From an optimization exercise on the open Yosys and OpenROAD flow, aimed at small area; shortcuts taken in it are not production practice. At most, simulation tests tie the RTL to the original design; equivalence was not proved. The RTL of run 2 was laid out without a check of its function. Power is estimated from default activity; no workload was simulated.

==> design/flow/design.v <==
`timescale 1ns / 1ps
module TinyCPU(In,Clk,Result);
	input [11:0] In;
	input Clk;
	output [7:0] Result;
	wire [7:0] data;
	wire [3:0] instruction;
	wire clear,enableA,enableB,enableOut;
	wire s0,s1,s2,s3;
	wire [7:0] QoutA;
	wire [7:0] QoutB;
	wire [7:0] mux2;
	wire [7:0] mux8;
	wire [63:0] ALUout;
	BusSplit split(
		.In(In),
		.data(data),
		.instruction(instruction)
	);
	InstructionDecoder decoder(
		.instruction(instruction),
		.clear(clear),
		.enableA(enableA),
		.enableB(enableB),
		.enableOut(enableOut),
		.s0(s0),
		.s1(s1),
		.s2(s2),
		.s3(s3)
	);
	Register8bit regA(
		.D(data),
		.En(enableA),
		.Clk(Clk),
		.CLR(clear),
		.Qout(QoutA)
	);
	Mux2To1 mux21(
		.A(data),
		.B(Result),
		.Sel(s0),
		.Y(mux2)
	);
	Register8bit regB(
		.D(mux2),
		.En(enableB),
		.Clk(Clk),
		.CLR(clear),
		.Qout(QoutB)
	);
	ALU alu(
		.A(QoutA),
		.B(QoutB),
		.Out(ALUout)
	);
	Mux8To1 mux81(
		.A(ALUout[7:0]),
		.B(ALUout[15:8]),
		.C(ALUout[23:16]),
		.D(ALUout[31:24]),
		.E(ALUout[39:32]),
		.F(ALUout[47:40]),
		.G(ALUout[55:48]),
		.H(ALUout[63:56]),
		.Sel({s1,s2,s3}),
		.Y(mux8)
	);
	Register8bit regOut(
		.D(mux8),
		.En(enableOut),
		.Clk(Clk),
		.CLR(clear),
		.Qout(Result)
	);
endmodule 
module ALU(A,B,Out);
	input [7:0] A,B;
	output [63:0] Out;
	Adder add(
		.A(A),
		.B(B),
		.Out0(Out[7:0])
	);
	ShiftLeft shiftL(
		.A(A),
		.Out1(Out[15:8])
	);
	ShiftRight shiftR(
		.A(A),
		.Out2(Out[23:16])
	);
	assign Out[31:24] = A & B;
   assign Out[39:32] = A | B;
	assign Out[47:40] = A ^ B;
   assign Out[55:48] = ~(A & B);
	Comparator compare(
		.A(A),
		.B(B),
		.Out7(Out[63:56])
	);
endmodule 
module InstructionDecoder(instruction,clear,enableA,enableB,enableOut,s0,s1,s2,s3);
	input [3:0] instruction;
	output clear, enableA, enableB, enableOut, s0, s1, s2, s3;
	reg clear, enableA, enableB, enableOut, s0, s1, s2, s3;
	always@(instruction) begin 
		if(instruction == 4'b0000) begin
			clear = 1;
			enableA = 1;
			enableB = 1;
			enableOut = 1;
			s0 = 1'b0;
			s1 = 1'b0;
			s2 = 1'b0;
			s3 = 1'b0;
		end else if (instruction == 4'b0001) begin 
			clear = 0;
			enableA = 1;
			enableB = 0;
			enableOut = 0;
			s0 = 1'b0;
			s1 = 1'b0;
			s2 = 1'b0;
			s3 = 1'b0;
		end else if (instruction == 4'b0010) begin 
			clear = 0;
			enableA = 0;	
			enableB = 1;
			enableOut = 0;
			s0 = 1'b0;
			s1 = 1'b0;
			s2 = 1'b0;
			s3 = 1'b0;
		end else if (instruction == 4'b0011) begin 
			clear = 0;
			enableA = 0;
			enableB = 1;
			enableOut = 0;
			s0 = 1'b1;
			s1 = 1'b0;
			s2 = 1'b0;
			s3 = 1'b0;
		end else if (instruction == 4'b0100) begin 
			clear = 0;
			enableA = 0;
			enableB = 0;
			enableOut = 1;
			s0 = 1'b0;
			s1 = 1'b0;
			s2 = 1'b0;
			s3 = 1'b0;
		end else if (instruction == 4'b0101) begin 
			clear = 0;
			enableA = 0;
			enableB = 0;
			enableOut = 1;
			s0 = 1'b0;
			s1 = 1'b0;
			s2 = 1'b0;
			s3 = 1'b1;
		end else if (instruction == 4'b0110) begin 
			clear = 0;
			enableA = 0;
			enableB = 0;
			enableOut = 1;
			s0 = 1'b0;
			s1 = 1'b0;
			s2 = 1'b1;
			s3 = 1'b0;
		end else if (instruction == 4'b0111) begin 		
			clear = 0;
			enableA = 0;
			enableB = 0;
			enableOut = 1;
			s0 = 1'b0;
			s1 = 1'b0;
			s2 = 1'b1;
			s3 = 1'b1;
		end else if (instruction == 4'b1000) begin 
			clear = 0;
			enableA = 0;
			enableB = 0;
			enableOut = 1;
			s0 = 1'b0;
			s1 = 1'b1;
			s2 = 1'b0;
			s3 = 1'b0;
		end else if (instruction == 4'b1001) begin 
			clear = 0;
			enableA = 0;
			enableB = 0;
			enableOut = 1;
			s0 = 1'b0;
			s1 = 1'b1;
			s2 = 1'b0;
			s3 = 1'b1;
		end else if (instruction == 4'b1010) begin 
			clear = 0;
			enableA = 0;
			enableB = 0;
			enableOut = 1;
			s0 = 1'b0;
			s1 = 1'b1;
			s2 = 1'b1;
			s3 = 1'b0;
		end else if (instruction == 4'b1011) begin 
			clear = 0;
			enableA = 0;
			enableB = 0;
			enableOut = 1;
			s0 = 1'b0;
			s1 = 1'b1;
			s2 = 1'b1;
			s3 = 1'b1;
		end else begin
			clear = 0;
			enableA = 0;
			enableB = 0;
			enableOut = 0;
			s0 = 1'b0;
			s1 = 1'b0;
			s2 = 1'b0;
			s3 = 1'b0;
		end  
	end 
endmodule 
module BusSplit(In,data,instruction);
	input [11:0] In;
	output [7:0] data;
	output [3:0] instruction;
	assign data = In[7:0];
	assign instruction = In[11:8];
endmodule 
module Mux2To1(A,B,Sel,Y);
	input [7:0] A,B;
	input Sel;
	output [7:0] Y;
	assign Y = ({8{~Sel}} & A) | ({8{Sel}} & B);
endmodule 
module Mux8To1(A,B,C,D,E,F,G,H,Sel,Y);
	input [7:0] A,B,C,D,E,F,G,H;
	input [2:0] Sel;
	output [7:0] Y;
	wire [7:0] out1,out2,out3,out4,out5,out6;
	assign out1 = ({8{~Sel[0]}} & A) | ({8{Sel[0]}} & B);
	assign out2 = ({8{~Sel[0]}} & C) | ({8{Sel[0]}} & D);
	assign out3 = ({8{~Sel[0]}} & E) | ({8{Sel[0]}} & F);
	assign out4 = ({8{~Sel[0]}} & G) | ({8{Sel[0]}} & H);
	assign out5 = ({8{~Sel[1]}} & out1) | ({8{Sel[1]}} & out2);
	assign out6 = ({8{~Sel[1]}} & out3) | ({8{Sel[1]}} & out4);
	assign Y = ({8{~Sel[2]}} & out5) | ({8{Sel[2]}} & out6);
endmodule 
module Adder(A,B,Out0);
	input [7:0] A,B;
	output [7:0] Out0;
	reg [7:0] Out0;
	always@(A or B) begin
		Out0 <= A + B;
	end 
endmodule 
module Comparator(A,B,Out7);
	input [7:0] A,B;
	output [7:0] Out7;
	reg [7:0] Out7;
	always@(A or B) begin 
		if(A >= B)
			Out7 <= 8'b11111111;
		else 
			Out7 <= 8'b00000000;
	end 
endmodule 
module ShiftRight(A,Out2);
	input [7:0] A;
	output [7:0] Out2;
	assign Out2 = A >> 1;
endmodule 
module ShiftLeft(A,Out1);
	input [7:0] A;
	output [7:0] Out1;
	assign Out1 = A << 1;
endmodule 
module Register8bit(D,En,Clk,CLR,Qout);
	input [7:0] D;
	input En;
	input Clk,CLR;
	output [7:0] Qout;
	reg [7:0] Qout;
	always@(posedge Clk) begin 
		if(En) begin 
			if(CLR)
				Qout <= 8'b00000000;
			else 
				Qout <= D;
		end 
	end 
endmodule 
==> design/flow/run.sh <==
#!/bin/bash
# synth_recipe.tcl (not shown) runs the flow's synth.tcl, then flattens the netlist and writes it again
# the make line also repeats each setting of config.mk as NAME=value (left out here)
make -C /OpenROAD-flow-scripts/flow DESIGN_CONFIG=/design/flow/config.mk WORK_HOME=/design/flow/orfs CLKGATE_MAP_FILE= SYNTH_SCRIPT=/design/flow/synth_recipe.tcl finish
==> design/flow/config.mk <==
export PLATFORM = sky130hd
export DESIGN_NAME = TinyCPU
export DESIGN_NICKNAME = TinyCPU
export VERILOG_FILES = /design/flow/design.v
export SDC_FILE = /design/flow/constraint.sdc
export NUM_CORES = 4
export LEC_CHECK = 0
export ABC_AREA = 1
export CAP_MARGIN = 20
export CORE_MARGIN = 2
export CORE_UTILIZATION = 40
export SLEW_MARGIN = 20
==> design/flow/constraint.sdc <==
create_clock -name core_clock -period 5.0 [get_ports {Clk}]
set_input_delay 1.0000 -clock core_clock [delete_from_list [all_inputs] [get_ports {Clk}]]
set_output_delay 1.0000 -clock core_clock [all_outputs]
set_load 0.01 [all_outputs]
==> reports/results.txt, run 1 <==
outcome: no timing/DRC/antenna violations
Worst path max stage delay: 0.49 ns
post-synth cell types: 29
top cells by area, synth: edfxtp_1, ha_1, nand2_1, inv_1, a21oi_1
top-count cell post-synth: nand2_1
Mapped Nets: 356
Synth top area share: 31.4%
DRC viols: 0
CTS tree: yes
cell area power density: 208 nW/um^2
postcts setup bufs: 0
achievable clock frequency: 0.305 GHz
# port buffers: 20
Clock transition at path regs: 0.08 ns
Max stage delay cell, worst path: clkdlybuf4s50_1
cts bufs inserted: 3
Final TNS setup: 0 ns
Hold Crit Class: flip-flop to flip-flop
#FFs+latches synth: 24
final core occ: 46.5%
Worst Path Arrival: 3.28 ns
Hold Violations, Final: 0
final WL: 5440 um
area of the multi-input gates: 1300 um^2
Max-slew headroom: 39.7%
CTS max path bufs: 2
root buf cell: clkbuf_8
Setup crit start kind: primary input
ys async rst share: 0%
crit path capture type: flip-flop
quantity of hold-fixing buffers added after cts: 0
H-tree depth: 1
initial DRC count: 180
FF-to-FF setup slack: 2.82 ns
Layout area overhead: 12.1%
max cap viols: 0
register area: 721 um^2
n_diodes: 0
DP Area: 2530 um^2
dpl hpwl: 4260 um
syn_area_per_cell: 7.29 um^2
crit share post-route: 65.6%
unrepaired setup endpoints after global routing: no
Crit Path Class: primary input to flip-flop
DIE HEIGHT: 79.8 um
gpl congestion: 0.828
Synth Flop Type: edfxtp_1
first-pass GRT wire length: 9300 um
DR pass1 iterations: 4
required time worst endpoint: 4.99 ns
Core Area: 5540 um^2
Routed Antenna Nets: 0
vias in the first global route: 1,928
Sinks on Clock Net: 24
setup violators final: 0
Seq/Total Area, Yosys: 31.4%
clock latency on the worst-skew pair: 0.26 ns
number of synthesized flops with an enable pin: 24
final slew viol count: 0
leakage power: 1.27 nW
Final Cell Area: 2570 um^2
Via density: 4.98
routed len/inst: 13.5 um
Tmin final: 3.28 ns
synthesized cell area: 2300 um^2
PnR worst setup slack: 1.72 ns
critical path fanouts, max: 14
Horiz. Die Dim: 79.8 um
Initial Util: 41.4%
grt total ovfl: 0
Vias: 2,000
worst vdd ir: 0.000177 V
Worst-Margin Slew: 0.905 ns
Synth area leader: edfxtp_1
io pins: 21
Layout Nets: 373
gr usage total: 18.4%
most frequent CP cell: inv_1
yosys warns: 4
final setup skew: 0.00250 ns
pre-CTS setup slack: 1.43 ns
Layout fillers: 574
largest net degree at the start of global routing: 29
number of cell rows: 27
post-CTS sizing: 0
share of cells above drive strength 1: 5.76%
Die ar.: 6360 um^2
synthesized instance count: 315
CP Cell Sequence: clkdlybuf4s50_1, inv_1, ha_1, inv_2, nor2_1, buf_4, nand2_1, inv_1, or2_2
antenna violations before repair: 0
Commonest cells post-synth: nand2_1, inv_1, a21oi_1, ha_1, edfxtp_1
[kinds of logic after synthesis]
family,count (synthesis),share of synthesized area [%]
simple gates,128,23.8
compound gates,69,17.1
buf+inv,66,12.2
fa+ha+maj,28,15.6
flops,24,31.4
[cells in the final DEF, fill, tap and decap left out]
| cell type | instances |
|---|---|
| a21o_1 | 1 |
| a21oi_1 | 36 |
| a21oi_2 | 2 |
| buf_4 | 2 |
| clkbuf_8 | 3 |
| clkdlybuf4s50_1 | 20 |
| edfxtp_1 | 24 |
| fa_1 | 1 |
| ha_1 | 27 |
| inv_1 | 54 |
| inv_2 | 2 |
| nand2_1 | 79 |
| nand2_2 | 2 |
| nand2_4 | 1 |
| nand3_1 | 17 |
| nand3b_1 | 1 |
| nand4_1 | 1 |
| nor2_1 | 21 |
| nor2_2 | 1 |
| nor2_8 | 1 |
| nor3_1 | 2 |
| o2111ai_1 | 1 |
| o211ai_1 | 7 |
| o211ai_2 | 1 |
| o21ai_0 | 14 |
| o21ai_1 | 5 |
| o21ai_2 | 2 |
| or2_2 | 2 |
[worst max-delay path: cells and delay by family]
family / cells / cell delay (ns)
fa+ha+maj: 1 / 0.29
buf+inv: 5 / 1.17
simple gates: 3 / 0.82
[layer usage]
metal / track usage, % / routed length, um
met3: 1.13 / 149
met5: 0 / 0
met2: 29.6 / 2470
met4: 4.07 / 34
met1: 27.3 / 2790
[worst paths after layout]
check	end	from	depth (start not counted)
worst min register to register	regB.Qout[4]$_SDFFCE_PP0P_	regOut.Qout[4]$_SDFFCE_PP0P_	2
worst max-delay path	regOut.Qout[2]$_SDFFCE_PP0P_	In[10]	9
worst min-delay path	regB.Qout[4]$_SDFFCE_PP0P_	regOut.Qout[4]$_SDFFCE_PP0P_	2
worst max register to register	regOut.Qout[4]$_SDFFCE_PP0P_	regA.Qout[0]$_SDFFCE_PP0P_	11
[report_power, final]
group	switching [W]	internal [W]	leakage, nW	total (W)
registers	0.0000116	0.000244	0.226	0.000255
logic	0.000102	0.0000705	1.02	0.000172
clock network	0.0000544	0.0000537	0.0216	0.000108
[metrics by stage]
stage	hold slack (ns)	std cells	total power, W
floorplan	0.676	315	0.000372
global route	0.736	402	0.000570
global placement	0.647	399	0.000432
detailed placement	0.648	399	0.000429
finish	0.659	402	0.000536
CTS	0.663	402	0.000536
[state kept, by name (all words and copies together) (netlist names)]
name and count:
regA.Qout 8, regB.Qout 8, regOut.Qout 8
[final cells by class]
type	count	area share [%]
Multi-Input combinational cell	225	50.4
Sequential cell	24	28.0
Timing Repair Buffer	22	8.36
Inverter	56	8.17
Tap cell	72	3.50
Clock buffer	3	1.60
==> run 2, diff against run 1 <==
==> design/flow/design.v (replaced) <==
module TinyCPU(In, Clk, Result);
	input  [11:0] In;
	input         Clk;
	output [7:0]  Result;
	reg [7:0] A, B, R;
	wire [3:0] op = In[11:8];
	wire [7:0] d  = In[7:0];
	reg  [7:0] alu;
	assign Result = R;
	wire [8:0] c;
	assign c[0] = 1'b0;
	genvar i;
	generate for (i = 0; i < 8; i = i + 1) begin : g_add
		assign c[i+1] = (A[i] & B[i]) | (c[i] & (A[i] | B[i]));
	end endgenerate
	wire [7:0] sum = A ^ B ^ c[7:0];
	wire [8:0] ge;
	assign ge[0] = 1'b1;
	generate for (i = 0; i < 8; i = i + 1) begin : g_cmp
		assign ge[i+1] = (A[i] & ~B[i]) | (ge[i] & (A[i] | ~B[i]));
	end endgenerate
	always @(*) begin
		case (op)
			4'd4:    alu = sum;
			4'd5:    alu = {A[6:0], 1'b0};
			4'd6:    alu = {1'b0, A[7:1]};
			4'd7:    alu = A & B;
			4'd8:    alu = A | B;
			4'd9:    alu = A ^ B;
			4'd10:   alu = ~(A & B);
			default: alu = {8{ge[8]}};
		endcase
	end
	always @(posedge Clk) begin
		if (op == 4'd0) begin
			A <= 8'd0; B <= 8'd0; R <= 8'd0;
		end else begin
			if (op == 4'd1) A <= d;
			if (op == 4'd2) B <= d;
			if (op == 4'd3) B <= R;
			if (op >= 4'd4 && op <= 4'd11) R <= alu;
		end
	end
endmodule
==> design/flow/flow/run.sh (new file) <==
#!/bin/bash
set -euo pipefail
export BUFFER_PORTS_ARGS="-buffer_cell sky130_fd_sc_hd__buf_1"
bash standard.sh finish > flow_standard.log 2>&1
==> design/flow/standard.sh (new file) <==
#!/bin/bash
# synth_recipe.tcl (not shown) runs the flow's synth.tcl, then flattens the netlist and writes it again
# the make line also repeats each setting of config.mk as NAME=value (left out here)
make -C /OpenROAD-flow-scripts/flow DESIGN_CONFIG=/design/flow/config.mk WORK_HOME=/design/flow/orfs CLKGATE_MAP_FILE= SYNTH_SCRIPT=/design/flow/synth_recipe.tcl "${@:-finish}"
removed: design/flow/run.sh
==> reports/results.txt, run 2 <==
CTS max path bufs: 2 (unchanged)
Core Area: 5010 um^2 (-9.6%)
leakage power: 1.04 nW (-18%)
gr usage total: 18.2% (-0.19 points)
clock share of power: 22.9% (+2.7 points)
top-count cell post-synth: nand2_1
Die ar.: 5690 um^2 (-11%)
achievable clock frequency: 0.292 GHz (-4.3%)
clock latency on the worst-skew pair: 0.27 ns (about the same)
Synth top area share: 23.5% (-7.9 points)
Synth area leader: dfxtp_1
commonest non-fill, non-tap cell in the layout: nand2_1
Internal: 0.000467 W (+27%)
sw frac: 39.4% (+8.1 points)
setup violators final: 0 (unchanged)
Layout fillers: 524 (-8.7%)
Layout Nets: 328 (-12%)
Worst Hold Path Cells: 2 (unchanged)
cell area power density: 345 nW/um^2 (+66%)
grt total ovfl: 0 (unchanged)
reg2reg start: A[0]$_SDFFE_PN0N_
Max stage delay cell, worst path: fa_1
number of synthesized flops with an enable pin: 0 (-100%)
switching power: 0.000303 W (+81%)
Worst-Margin Slew: 0.661 ns (-0.244 ns)
Synth Flop Type: dfxtp_1
vias in the first global route: 1,570 (-19%)
cts bufs inserted: 3 (unchanged)
Via density: 4.95 (-0.43%)
top cells by area, synth: dfxtp_1, ha_1, nand2_1, inv_1, fa_1
DRC viols: 0 (unchanged)
FF-to-FF path depth: 12 (+1)
post-CTS sizing: 0 (unchanged)
Commonest cells post-synth: nand2_1, inv_1, ha_1, dfxtp_1, o21ai_0
Comb power frac: 38.4% (+6.2 points)
Vias: 1,704 (-15%)
biggest regs: A (8), B (8), R (8)
#FFs+latches synth: 24 (unchanged)
most frequent CP cell: fa_1
H-tree depth: 1 (unchanged)
Setup crit start kind: flip-flop
post-synth cell types: 37 (+28%)
outcome: no timing/DRC/antenna violations
final setup skew: 0.00615 ns (+0.00365 ns)
share of cells above drive strength 1: 10.2% (+4.5 points)
# port buffers: 20 (unchanged)
quantity of hold-fixing buffers added after cts: 0 (unchanged)
io pins: 21 (unchanged)
final WL: 4760 um (-12%)
Max-slew headroom: 55.8% (+16 points)
required time worst endpoint: 5.21 ns (+0.22 ns)
n_diodes: 0 (unchanged)
number of cell rows: 26 (-3.7%)
Clock transition at path regs: 0.10 ns (+0.02 ns)
final slew viol count: 0 (unchanged)
critical path fanouts, max: 3 (-11)
unrepaired setup endpoints after global routing: no
final core occ: 44.6% (-1.9 points)
yosys warns: 1 (-3)
Initial Util: 40.8% (-0.68 points)
Worst Path Arrival: 3.64 ns (+0.36 ns)
crit share post-route: 68.6% (+3.0 points)
Worst path max stage delay: 0.42 ns (-0.07 ns)
Final TNS setup: 0 ns (unchanged)
CTS tree: yes
gpl congestion: 0.833 (+0.60%)
Routed Antenna Nets: 0 (unchanged)
Mapped Nets: 309 (-13%)
power share of the sequential group: 38.7% (-9.0 points)
Crit Path Class: flip-flop to flip-flop
first-pass GRT wire length: 7990 um (-14%)
commonest cells after routing, fill and taps aside: nand2_1, inv_1, ha_1, dfxtp_1, o21ai_0
Hold Violations, Final: 0 (unchanged)
postcts setup bufs: 0 (unchanged)
total power: 0.000770 W (+44%)
largest net degree at the start of global routing: 25 (-14%)
root buf cell: clkbuf_8
dpl hpwl: 3740 um (-12%)
Seq/Total Area, Yosys: 23.5% (-7.9 points)
initial DRC count: 71 (-61%)
crit path capture type: flip-flop
Sinks on Clock Net: 24 (unchanged)
Horiz. Die Dim: 75.5 um (-5.4%)
post-route insts no fill: 344 (-14%)
antenna violations before repair: 0 (unchanged)
ys async rst share: 0% (unchanged)
DIE HEIGHT: 75.5 um (-5.4%)
DR pass1 iterations: 4 (unchanged)
Worst setup startpoint: A[0]$_SDFFE_PN0N_
Hold Crit Class: flip-flop to flip-flop
syn_area_per_cell: 7.98 um^2 (+9.4%)
# placed instances: 340 (-15%)
synthesized cell area: 2040 um^2 (-11%)
Layout area overhead: 9.37%
worst hold start: R[3]$_SDFFE_PN0P_
worst vdd ir: 0.000231 V (+30%)
max cap viols: 0 (unchanged)
CP Cell Sequence: ha_1, fa_1, fa_1, fa_1, fa_1, inv_1, fa_1, fa_1, o22ai_2, a221oi_1, nor3b_2, a21oi_1
synthesized instance count: 256 (-19%)
Tmin final: 3.43 ns (+0.148 ns)
routed len/inst: 13.8 um (+2.3%)
[run 2: cell count changes in the layout (fill, tap and decap cells not counted), sizes merged, moves of 17 or more]
| cell | before | now |
|---|---|---|
| clkdlybuf4s50 | 20 | 0 |
| dfxtp | 0 | 24 |
| edfxtp | 24 | 0 |
| a21oi | 38 | 21 |
| buf | 2 | 20 |
| nand2 | 82 | 45 |
[run 2: layer usage]
layer	up-vias	part of all wire, %	global-route usage (%)
met2	38	42	27.3
met3	4	3.9	2.12
met5	-	0	0
met1	765	54	28.5
li1	897	-	-
met4	0	0.67	2.92
[run 2: layout make-up]
cell class | count | area [um^2] | area share, %
clock buffers | 3 | 41.3 | 1.85
clock inverters | 1 | 30.0 | 1.34
inverters | 44 | 170 | 7.62
multi-input cells | 182 | 1350 | 60.4
flip-flops and latches | 24 | 480 | 21.5
well taps | 70 | 87.6 | 3.92
repair buffers | 20 | 75.1 | 3.36
[run 2: final timing paths]
kind / end / slack, ns
setup reg to reg: R[6]$_SDFFE_PN0P_ / 1.57
hold / removal: B[3]$_SDFFE_PN0P_ / 0.50
hold reg to reg: B[3]$_SDFFE_PN0P_ / 0.50
setup / recovery: R[6]$_SDFFE_PN0P_ / 1.57
[run 2: worst max-delay path: cells and delay by family (launching register included)]
family	cells	cell delay (ns)
AOI/OAI and AO/OA	3	0.37
adders and majority gates	7	2.42
buffers and inverters	1	0.07
DFF	1	0.34
and+or+nand+nor	1	0.17
[run 2: cells by family after synthesis]
group / count (synthesis) / synth area share, %
AO/OA/AOI/OAI: 75 / 23.2
adder cells (fa/ha/maj): 40 / 26.7
buffers and inverters: 50 / 10.4
flip-flops: 24 / 23.5
AND/OR/NAND/NOR: 67 / 16.1
[run 2: metrics by stage]
step                hold slack, ns  instance area, um^2  setup WS, ns
floorplan                    0.492                 2040          1.78
detailed placement           0.490                 2160          1.61
global placement             0.486                 2160          1.67
CTS                          0.504                 2230          1.58
global route                 0.530                 2230          1.41
finish                       0.504                 2230          1.57
[run 2: power groups by stage]
stage,combinational (W),clock (W),sequential [W]
2_1_floorplan,0.000213,0,0.000300
3_3_place_gp,0.000290,0,0.000301
3_5_place_dp,0.000296,0,0.000303
4_1_cts,0.000297,0.000175,0.000299
5_1_grt,0.000341,0.000182,0.000310
6_report,0.000295,0.000176,0.000298

[re-timing with driven ports]
The results above use ideal ports. As a check the final layouts listed here were re-extracted and re-timed, cells and wires unchanged. Step 1 sets driving cells, clkbuf_16 on the clock port and buf_2 on the other inputs (assumed; they add their load-dependent delay and slew). Step 2 adds t to the input delays and takes it off the output delays; t is the mean of the earliest and latest rising clock arrival at the registers after step 1. Input paths then give back, and output paths get back, about the clock's delay inside the block. Slacks: ideal ports / drivers / drivers and shift; pairs: ideal ports / drivers.
| run | t, ns | slack for setup (ns) | hold WS [ns] | worst register clock-pin slew, ns |
|---|---|---|---|---|
| run 1 | 0.282 | 1.719 / 1.722 / 1.440 | 0.659 / 0.659 / 0.659 | 0.08 / 0.08 |
| run 2 | 0.295 | 1.571 / 1.571 / 1.571 | 0.504 / 0.504 / 0.504 | 0.10 / 0.10 |
After both steps setup and hold are still met in every run listed. For run 1, which loses most, drivers alone change the setup slack by +0.003 ns; drivers and shift together by -0.279 ns.
